Source: an optimization exercise on an open RTL-to-GDS flow (aim: small area and a short achievable clock period). Production flows keep margins and buffers that such runs may drop. Only simulation tests tie the RTL to the original design; equivalence was not proved. Power and IR drop assume default switching activity.

==> design/flow/flow/run.sh <==
#!/bin/bash
# Layout flow: the standard ORFS flow (standard.sh) with three changes to
# how the layout is made, none to the design or its constraints:
#  - the port buffers that buffer_ports inserts are buf_4 cells,
#  - clock tree synthesis inserts no dummy loads,
#  - the resizer may swap a cell for one with a different footprint.
# Synthesis is the standard one, run unchanged.
set -euo pipefail
bash standard.sh synth > synth_make.log 2>&1
bash standard.sh \
  MATCH_CELL_FOOTPRINT=0 \
  "BUFFER_PORTS_ARGS=-buffer_cell sky130_fd_sc_hd__buf_4" \
  "CTS_ARGS=-sink_clustering_enable -repair_clock_nets -sink_clustering_size 20 -sink_clustering_max_diameter 60 -buf_list sky130_fd_sc_hd__clkbuf_16 -dont_use_dummy_load" \
  finish > layout_make.log 2>&1
==> design/flow/standard.sh <==
#!/bin/bash
# synth_recipe.tcl (not shown) runs the flow's synth.tcl, then flattens the netlist and writes it again
# the make line also repeats each setting of config.mk as NAME=value (left out here)
make -C /OpenROAD-flow-scripts/flow DESIGN_CONFIG=/design/flow/config.mk WORK_HOME=/design/flow/orfs CLKGATE_MAP_FILE= SYNTH_SCRIPT=/design/flow/synth_recipe.tcl "${@:-finish}"
==> design/flow/config.mk <==
export PLATFORM = sky130hd
export DESIGN_NAME = mmu_l1tlb_entry
export DESIGN_NICKNAME = mmu_l1tlb_entry
export VERILOG_FILES = /design/flow/design.v
export SDC_FILE = /design/flow/constraint.sdc
export NUM_CORES = 4
export LEC_CHECK = 0
export CAP_MARGIN = 20
export CORE_MARGIN = 2
export CORE_UTILIZATION = 40
export CTS_BUF_LIST = sky130_fd_sc_hd__clkbuf_16
export CTS_CLUSTER_DIAMETER = 60
export CTS_CLUSTER_SIZE = 20
export SETUP_SLACK_MARGIN = 4
export SLEW_MARGIN = 20
export SYNTH_HIERARCHICAL = 1
==> design/flow/constraint.sdc <==
create_clock -name core_clock -period 12.0 [get_ports {clk}]
set_input_delay 2.4000 -clock core_clock [delete_from_list [all_inputs] [get_ports {clk}]]
set_output_delay 2.4000 -clock core_clock [all_outputs]
set_load 0.01 [all_outputs]
==> design/flow/design.v <==
`timescale 1ns / 1ps
module mmu_l1tlb_entry (
    input         rstn,
    input         clk,
    output [31:0] o_normal_valid_32,
    output [ 3:0] o_super_valid_4,
    input  [28:0] i_read_contrast_29,
    output [31:0] o_hit_pte_32,
    output [ 1:0] o_hit_2,
    input  [ 4:0] i_write_position_5,
    input  [60:0] i_write_data_61,
    input  [ 1:0] i_write_en_2,
    input  [38:0] i_flush_contrast_39,
    input         i_flush_en_1
);
    wire [19:0] w_write_vpn_20;
    wire [ 8:0] w_write_asid_9;
    wire [31:0] w_write_pte_32;
    assign {w_write_vpn_20, w_write_asid_9, w_write_pte_32} = i_write_data_61;
    wire [19:0] w_flush_vpn_20;
    wire [ 8:0] w_flush_asid_9;
    wire [ 4:0] w_flush_rs1_5;
    wire [ 4:0] w_flush_rs2_5;
    assign {w_flush_rs2_5, w_flush_rs1_5, w_flush_asid_9, w_flush_vpn_20} = i_flush_contrast_39;
    wire w_flush_asid_any_1 = (w_flush_rs2_5 == 5'd0);
    wire w_flush_vpn_any_1  = (w_flush_rs1_5 == 5'd0);
    wire w_wr_normal_1 = i_write_en_2[0];
    wire w_wr_super_1  = ~i_write_en_2[0] & i_write_en_2[1];
    wire w_flush_1     = (i_write_en_2 == 2'b00) & i_flush_en_1;
    reg  [31:0] r_normal_valid_32;
    reg  [ 3:0] r_super_valid_4;
    wire [31:0] w_normal_hit_n_32;
    wire [ 3:0] w_super_hit_n_4;
    wire [31:0] w_normal_we_32;
    wire [ 3:0] w_super_we_4;
    wire [31:0] w_normal_fm_32;
    wire [ 3:0] w_super_fm_4;
    wire [36*31-1:0] w_pte_hi;
    genvar i;
    generate
        for (i = 0; i < 32; i = i + 1) begin : g_normal
            reg [28:0] r_tag_29;    
            reg [30:0] r_pte_31;    
            assign w_normal_we_32[i] = w_wr_normal_1 & (i_write_position_5 == i);
            always @(posedge clk) begin
                if (w_normal_we_32[i]) begin
                    r_tag_29 <= {w_write_asid_9, w_write_vpn_20};
                    r_pte_31 <= w_write_pte_32[31:1];
                end
            end
            tlb_flush_match #(.AW(9), .VW(20)) u_fm (
                .i_tag({r_tag_29[28:20], r_tag_29[19:0]}),
                .i_asid(w_flush_asid_9), .i_vpn(w_flush_vpn_20),
                .i_asid_any(w_flush_asid_any_1), .i_vpn_any(w_flush_vpn_any_1),
                .o_match(w_normal_fm_32[i]));
            tlb_hit #(.W(29)) u_hit (
                .i_valid(r_normal_valid_32[i]), .i_tag(r_tag_29), .i_key(i_read_contrast_29),
                .o_hit_n(w_normal_hit_n_32[i]));
            assign w_pte_hi[i*31 +: 31] = r_pte_31;
        end
        for (i = 0; i < 4; i = i + 1) begin : g_super
            reg [18:0] r_tag_19;    
            reg [30:0] r_pte_31;
            assign w_super_we_4[i] = w_wr_super_1 & (i_write_position_5 == i);
            always @(posedge clk) begin
                if (w_super_we_4[i]) begin
                    r_tag_19 <= {w_write_asid_9, w_write_vpn_20[19:10]};
                    r_pte_31 <= w_write_pte_32[31:1];
                end
            end
            tlb_flush_match #(.AW(9), .VW(10)) u_fm (
                .i_tag(r_tag_19),
                .i_asid(w_flush_asid_9), .i_vpn(w_flush_vpn_20[19:10]),
                .i_asid_any(w_flush_asid_any_1), .i_vpn_any(w_flush_vpn_any_1),
                .o_match(w_super_fm_4[i]));
            tlb_hit #(.W(19)) u_hit (
                .i_valid(r_super_valid_4[i]), .i_tag(r_tag_19), .i_key(i_read_contrast_29[28:10]),
                .o_hit_n(w_super_hit_n_4[i]));
            assign w_pte_hi[(32+i)*31 +: 31] = r_pte_31;
        end
    endgenerate
    always @(posedge clk or negedge rstn) begin
        if (!rstn) begin
            r_normal_valid_32 <= 32'b0;
            r_super_valid_4   <= 4'b0;
        end else begin
            r_normal_valid_32 <= (w_normal_we_32 & {32{w_write_pte_32[0]}}) |
                                 (~w_normal_we_32 & r_normal_valid_32 & ~({32{w_flush_1}} & w_normal_fm_32));
            r_super_valid_4   <= (w_super_we_4 & {4{w_write_pte_32[0]}}) |
                                 (~w_super_we_4 & r_super_valid_4 & ~({4{w_flush_1}} & w_super_fm_4));
        end
    end
    assign o_normal_valid_32 = r_normal_valid_32;
    assign o_super_valid_4   = r_super_valid_4;
    tlb_hit_select u_sel (
        .i_hit_n({w_super_hit_n_4, w_normal_hit_n_32}), .i_pte_hi(w_pte_hi),
        .o_hit_2(o_hit_2), .o_hit_pte_32(o_hit_pte_32));
endmodule
module tlb_hit #(parameter W = 29) (
    input          i_valid,
    input  [W-1:0] i_tag,
    input  [W-1:0] i_key,
    output         o_hit_n
);
    localparam NG = W / 3;                     
    localparam R  = W - 3 * NG;                
    wire [NG:0] w_ne;                          
    genvar k;
    generate
        for (k = 0; k < NG; k = k + 1) begin : g_l1
            tlb_eq3_n u_eq (.i_a(i_tag[3*k +: 3]), .i_b(i_key[3*k +: 3]), .o_ne(w_ne[k]));
        end
        if (R == 0) begin : g_v0
            assign w_ne[NG] = ~i_valid;
        end else begin : g_vr
            tlb_eqv_n #(.R(R)) u_eqv (.i_valid(i_valid), .i_a(i_tag[W-1 -: R]), .i_b(i_key[W-1 -: R]),
                                      .o_ne(w_ne[NG]));
        end
    endgenerate
    tlb_any #(.N(NG + 1)) u_any (.i_a(w_ne), .o_y(o_hit_n));
endmodule
module tlb_eq3_n (
    input  [2:0] i_a,
    input  [2:0] i_b,
    output       o_ne
);
    assign o_ne = ~(i_a == i_b);
endmodule
module tlb_eqv_n #(parameter R = 2) (
    input          i_valid,
    input  [R-1:0] i_a,
    input  [R-1:0] i_b,
    output         o_ne
);
    assign o_ne = ~(i_valid & (i_a == i_b));
endmodule
module tlb_any #(parameter N = 10) (
    input  [N-1:0] i_a,
    output         o_y
);
    assign o_y = |i_a;
endmodule
module tlb_flush_match #(parameter AW = 9, parameter VW = 20) (
    input  [AW+VW-1:0] i_tag,
    input  [AW-1:0]    i_asid,
    input  [VW-1:0]    i_vpn,
    input              i_asid_any,
    input              i_vpn_any,
    output             o_match
);
    assign o_match = (i_asid_any | (i_tag[AW+VW-1:VW] == i_asid)) &
                     (i_vpn_any  | (i_tag[VW-1:0] == i_vpn));
endmodule
module tlb_hit_select (
    input  [35:0]      i_hit_n,
    input  [36*31-1:0] i_pte_hi,
    output [ 1:0]      o_hit_2,
    output [31:0]      o_hit_pte_32
);
    wire [35:0] w_local_sel_36;
    wire [6*31-1:0] w_grp_pte;
    genvar g;
    generate
        for (g = 0; g < 6; g = g + 1) begin : g_grp
            tlb_grp_sel u_gs (.i_hit_n(i_hit_n[6*g +: 6]), .o_sel(w_local_sel_36[6*g +: 6]));
            tlb_grp_mux u_gm (.i_sel(w_local_sel_36[6*g +: 6]), .i_pte_hi(i_pte_hi[6*g*31 +: 6*31]),
                              .o_pte_hi(w_grp_pte[g*31 +: 31]));
        end
    endgenerate
    wire [5:1] w_none_below_5;
    tlb_none_below u_nb (.i_hit_n(i_hit_n[29:0]), .o_none(w_none_below_5));
    wire [30:0] w_pte_hi_31;
    tlb_top_mux u_tm (.i_pass(w_none_below_5), .i_pte_hi(w_grp_pte), .o_pte_hi(w_pte_hi_31));
    tlb_hit_code u_hc (.i_hit_n(i_hit_n), .o_hit_2(o_hit_2), .o_any(o_hit_pte_32[0]));
    assign o_hit_pte_32[31:1] = w_pte_hi_31;
endmodule
module tlb_grp_sel (
    input  [5:0] i_hit_n,
    output [5:0] o_sel
);
    genvar k;
    generate
        for (k = 0; k < 6; k = k + 1) begin : g_s
            if (k == 0) begin : g0
                assign o_sel[k] = ~i_hit_n[0];
            end else begin : gk
                assign o_sel[k] = ~i_hit_n[k] & (&i_hit_n[k-1:0]);
            end
        end
    endgenerate
endmodule
module tlb_none_below (
    input  [29:0] i_hit_n,
    output [ 5:1] o_none
);
    genvar k;
    generate
        for (k = 1; k < 6; k = k + 1) begin : g_n
            assign o_none[k] = &i_hit_n[6*k-1:0];
        end
    endgenerate
endmodule
module tlb_hit_code (
    input  [35:0] i_hit_n,
    output [ 1:0] o_hit_2,
    output        o_any
);
    wire w_any_normal_1 = ~(&i_hit_n[31:0]);
    wire w_any_super_1  = ~(&i_hit_n[35:32]);
    assign o_hit_2 = {~w_any_normal_1 & w_any_super_1, w_any_normal_1};
    assign o_any   = w_any_normal_1 | w_any_super_1;
endmodule
module tlb_grp_mux (
    input  [5:0]      i_sel,
    input  [6*31-1:0] i_pte_hi,
    output reg [30:0] o_pte_hi
);
    integer j;
    always @(*) begin
        o_pte_hi = 31'b0;
        for (j = 0; j < 6; j = j + 1)
            o_pte_hi = o_pte_hi | ({31{i_sel[j]}} & i_pte_hi[j*31 +: 31]);
    end
endmodule
module tlb_top_mux (
    input  [5:1]      i_pass,
    input  [6*31-1:0] i_pte_hi,
    output reg [30:0] o_pte_hi
);
    integer j;
    always @(*) begin
        o_pte_hi = i_pte_hi[0 +: 31];
        for (j = 1; j < 6; j = j + 1)
            o_pte_hi = o_pte_hi | ({31{i_pass[j]}} & i_pte_hi[j*31 +: 31]);
    end
endmodule
==> metrics.yaml <==
power_and_ir_drop:
  power_mw: 14.27
  ir_drop_v: 0.0001491
  intPower_mw: 11.03
  leakage_nw: 32.56
  p_switching_mw: 3.231
  swShare_pct: 22.65
  power.share.clock_pct: 33.1
  p_comb_share_pct: 7.6
  power_density_nw_per_um2: 131.9
  pwr-share-seq_pct: 59.3
timing:
  fin_ws_ns: 3.959
  max_freq_mhz: 124.4
  relSlewSlack_pct: 20.46
  finalHoldViolations: 0
  rsz0062_at_grt: "yes"
  finalMaxSlewViolations: 0
  setup_viol: 0
  worst_hold_slack_ns: 0.7137
  fin_skew_ns: 0.06231
  tightest_slew_ns: 1.188
  setup_tns_ns: 0
  finalCritPeriodShare_pct: 67.01
  post-route-min-period_ns: 8.041
yosys:
  synthArstFlopShare_pct: 1.670
  syn-num-nets: 6399
  ys_warn_count: 9
  ys_seq_elements: 2156
  synth_cells: 6260
  syn_area_um2: 95840
  ys.flop_type: "edfxtp_1"
  synth_seq_area_share_pct: 67.36
  synth.avg_cell_area_um2: 15.31
  yosysUniqueCellTypes: 48
  synth_edf_count: 2120
layout:
  drive_gt1_share_pct: 13.03
  fin_area_um2: 108200
  fin_cells: 9839
  final_util_pct: 45.44
  nets: 6810
  mostFrequentLayoutCells: "edfxtp_1 (2120), xnor2_1 (1594), a22oi_1 (590), nand3_1 (548), xor2_1 (380)"
  syn2layout_area_growth_pct: 12.87
  final_common_cell: "edfxtp_1"
placement:
  dpl_cell_area_um2: 101600
  pre_cts_ws_ns: 2.426
  portBuffers: 208
  place_congestion: 0.9608
  dpl.hpwl_um: 198800
  dp.cells: 9637
route:
  avgViaCountPerCell: 5.899
  drc: 0
  postRouteAntennaNets: 0
  num_vias: 58040
  dr.first_iter.drc_count: 6436
  routed_wl_um: 318400
  dr.pass1.iters: 5
  drt-wirelength-per-cell_um: 32.36
global_routing:
  first_global_vias: 58510
  grt_overflow: 0
  grt_max_degree: 62
  antenna_found_initial: 9
  track_usage_pct: 25.41
  grt_pass1_wl_um: 439600
clock_network:
  cts_hold_buffers: 0
  cts_tree: "yes"
  cts_made_buffers: 155
  clk_latency_ns: 0.81
  clk_path_buf_depth: 3
  h-tree-depth: 4
  cts_sinks: 2156
  clk_pin_slew_worst_paths_ns: 0.07
  cts_root_buffer: "clkbuf_16"
die:
  die_w_um: 493.5
  start_util_pct: 40.26
  core-area_um2: 238100
  io_pins: 209
  die_area_um2: 243500
  chipHeight_um: 493.5
  fp-row-count: 179
worst_setup_path:
  arrival_ns: 5.64
  end_kind: "output port"
  cp-start-kind: "input pin"
  crit_fanout: 31
  required_ns: 9.60
  critPathKind: "input pin to output port"
outcome:
  outcome: "finished clean"
flow_run:
  cap_violations: 0
hold_path:
  hold_path.class: "flip-flop to flip-flop"
==> Yosys stat by module (local to each module, per instance), a selection <==
module,copies in the design,cells,flip-flops and latches
mmu_l1tlb_entry,1,2312,2156
tlb_grp_sel,6,8,0
tlb_hit_code,1,15,0
tlb_eq3_n,312,4,0
tlb_top_mux,1,139,0
tlb_grp_mux,6,142,0
tlb_none_below,1,18,0
==> worst paths after layout <==
check                                    startpoint               endpoint  slack [ns]  cells after the start
setup reg to reg           g_normal[2].r_tag_29[18]   r_normal_valid_32[2]        9.24                      7
hold reg to reg               r_normal_valid_32[29]  r_normal_valid_32[29]        0.71                      2
setup / recovery             i_read_contrast_29[16]       o_hit_pte_32[18]        3.96                     14
hold / removal                r_normal_valid_32[29]  r_normal_valid_32[29]        0.71                      2
max in group asynchronous                      rstn     r_super_valid_4[0]        9.71                      1
min in group asynchronous                      rstn  r_normal_valid_32[26]        1.66                      1
==> cell families (layout without fill, tap and decap cells) <==
kind of cell	Yosys count	after routing	synth area share, %
other	0	3	0
muxes	32	32	0.3760
AOI/OAI and AO/OA	763	763	5.906
xor gates and xnor gates	2008	2008	18.60
DFF	2156	2156	67.36
and+or+nand+nor	1149	1149	6.483
buffers and inverters	152	561	1.269
==> registers in the layout, summed over array words and instances, names as in the netlist <==
register	count
g_normal.r_tag_29	928
r_super_valid_4	4
g_normal.r_pte_31	992
g_super.r_pte_31	124
g_super.r_tag_19	76
r_normal_valid_32	32
==> power by group through the flow <==
stage	clock network, mW	registers, mW	logic [mW]
after global routing	5.05	8.46	1.15
after floorplan	0	8.61	0.440
after CTS	4.79	8.46	1.07
final	4.72	8.45	1.09
after global placement	0	8.62	1.02
after detailed placement	0	8.62	1.03
==> cell usage after synthesis (6+ instances only) <==
| cell type | instances | area, um^2 |
|---|---|---|
| nand4_1 | 148 | 925.9 |
| clkbuf_1 | 9 | 33.78 |
| nor4_1 | 172 | 1076 |
| nor4_2 | 6 | 75.07 |
| mux2_2 | 29 | 326.6 |
| dfrtp_1 | 36 | 900.9 |
| a41oi_1 | 8 | 70.07 |
| xor2_2 | 32 | 520.5 |
| nor3b_1 | 6 | 45.04 |
| a31oi_1 | 64 | 400.4 |
| xor2_1 | 380 | 3328 |
| nand2_1 | 21 | 78.83 |
| nand3_1 | 596 | 2983 |
| nor3_1 | 40 | 200.2 |
| inv_1 | 15 | 56.30 |
| xnor2_1 | 1596 | 13980 |
| buf_2 | 48 | 240.2 |
| nor2_1 | 121 | 454.2 |
| a22oi_2 | 14 | 175.2 |
| a22oi_1 | 606 | 4549 |
| buf_6 | 77 | 867.1 |
| a21boi_0 | 32 | 240.2 |
| nor3b_2 | 8 | 100.1 |
| edfxtp_1 | 2120 | 63660 |
| a21oi_1 | 31 | 155.2 |
==> critical path, cell delays in order <==
cell and delay [ns]:
buf_8 0.23, buf_12 0.26, xnor2_1 0.14, nand3_1 0.16, nor4_4 0.38, nand3_1 0.32
nand4_1 0.27, nor3b_4 0.07, buf_6 0.23, a22oi_1 0.21, nand3_1 0.26, a21oi_2 0.27
nand3_1 0.15, buf_4 0.17
==> what timing repair did <==
item / CTS / global route
pin swaps: 26 / 35
setup endpoints to repair: 34 / 31
gates resized for setup: 345 / 90
hold endpoints to repair: 0 / 0
buffers inserted: 24 / 12
cloned: 2 / 6
==> routing by layer <==
layer  part of all wire [%]  up-vias  track usage, %
li1                       -    24510               -
met1                     39    30290           32.66
met4                    4.9        8           11.11
met5                  0.017        -               0
met2                     48     2645           41.84
met3                    7.9      590           4.902
==> cell type report <==
| cell class | count | area, um^2 |
|---|---|---|
| Clock buffer | 155 | 3879 |
| Multi-Input combinational cell | 3952 | 31880 |
| Fill cell | 20800 | 129900 |
| Timing Repair Buffer | 391 | 3809 |
| Sequential cell | 2156 | 64560 |
| Antenna cell | 3 | 7.507 |
| Inverter | 15 | 75.07 |
| Tap cell | 3167 | 3963 |

==> afterwards: timing with drivers on the ports <==
In the flow no input, the clock included, has a driving cell. The finished layout below was timed again as built, in two steps. Step 1 assumes that a clkbuf_16 drives the clock port and a buf_2 every other input. Step 2, shift: input delay + t, output delay - t, t = (earliest + latest rising clock arrival at the registers) / 2. This alone moves slack from input paths to output paths. Three values: ideal, step 1, step 2; two values: the first two.
shift t [ns]: 0.889
setup WS [ns]: 3.959 / 3.840 / 3.840
worst setup path after step 2: input to output
worst register clock-pin slew, ns: 0.09 / 0.09
cell pins on the clock port's net: 1
After both steps setup and hold are still met in this run. The setup slack of this run moves by -0.119 ns with the drivers and by -0.119 ns with both steps.
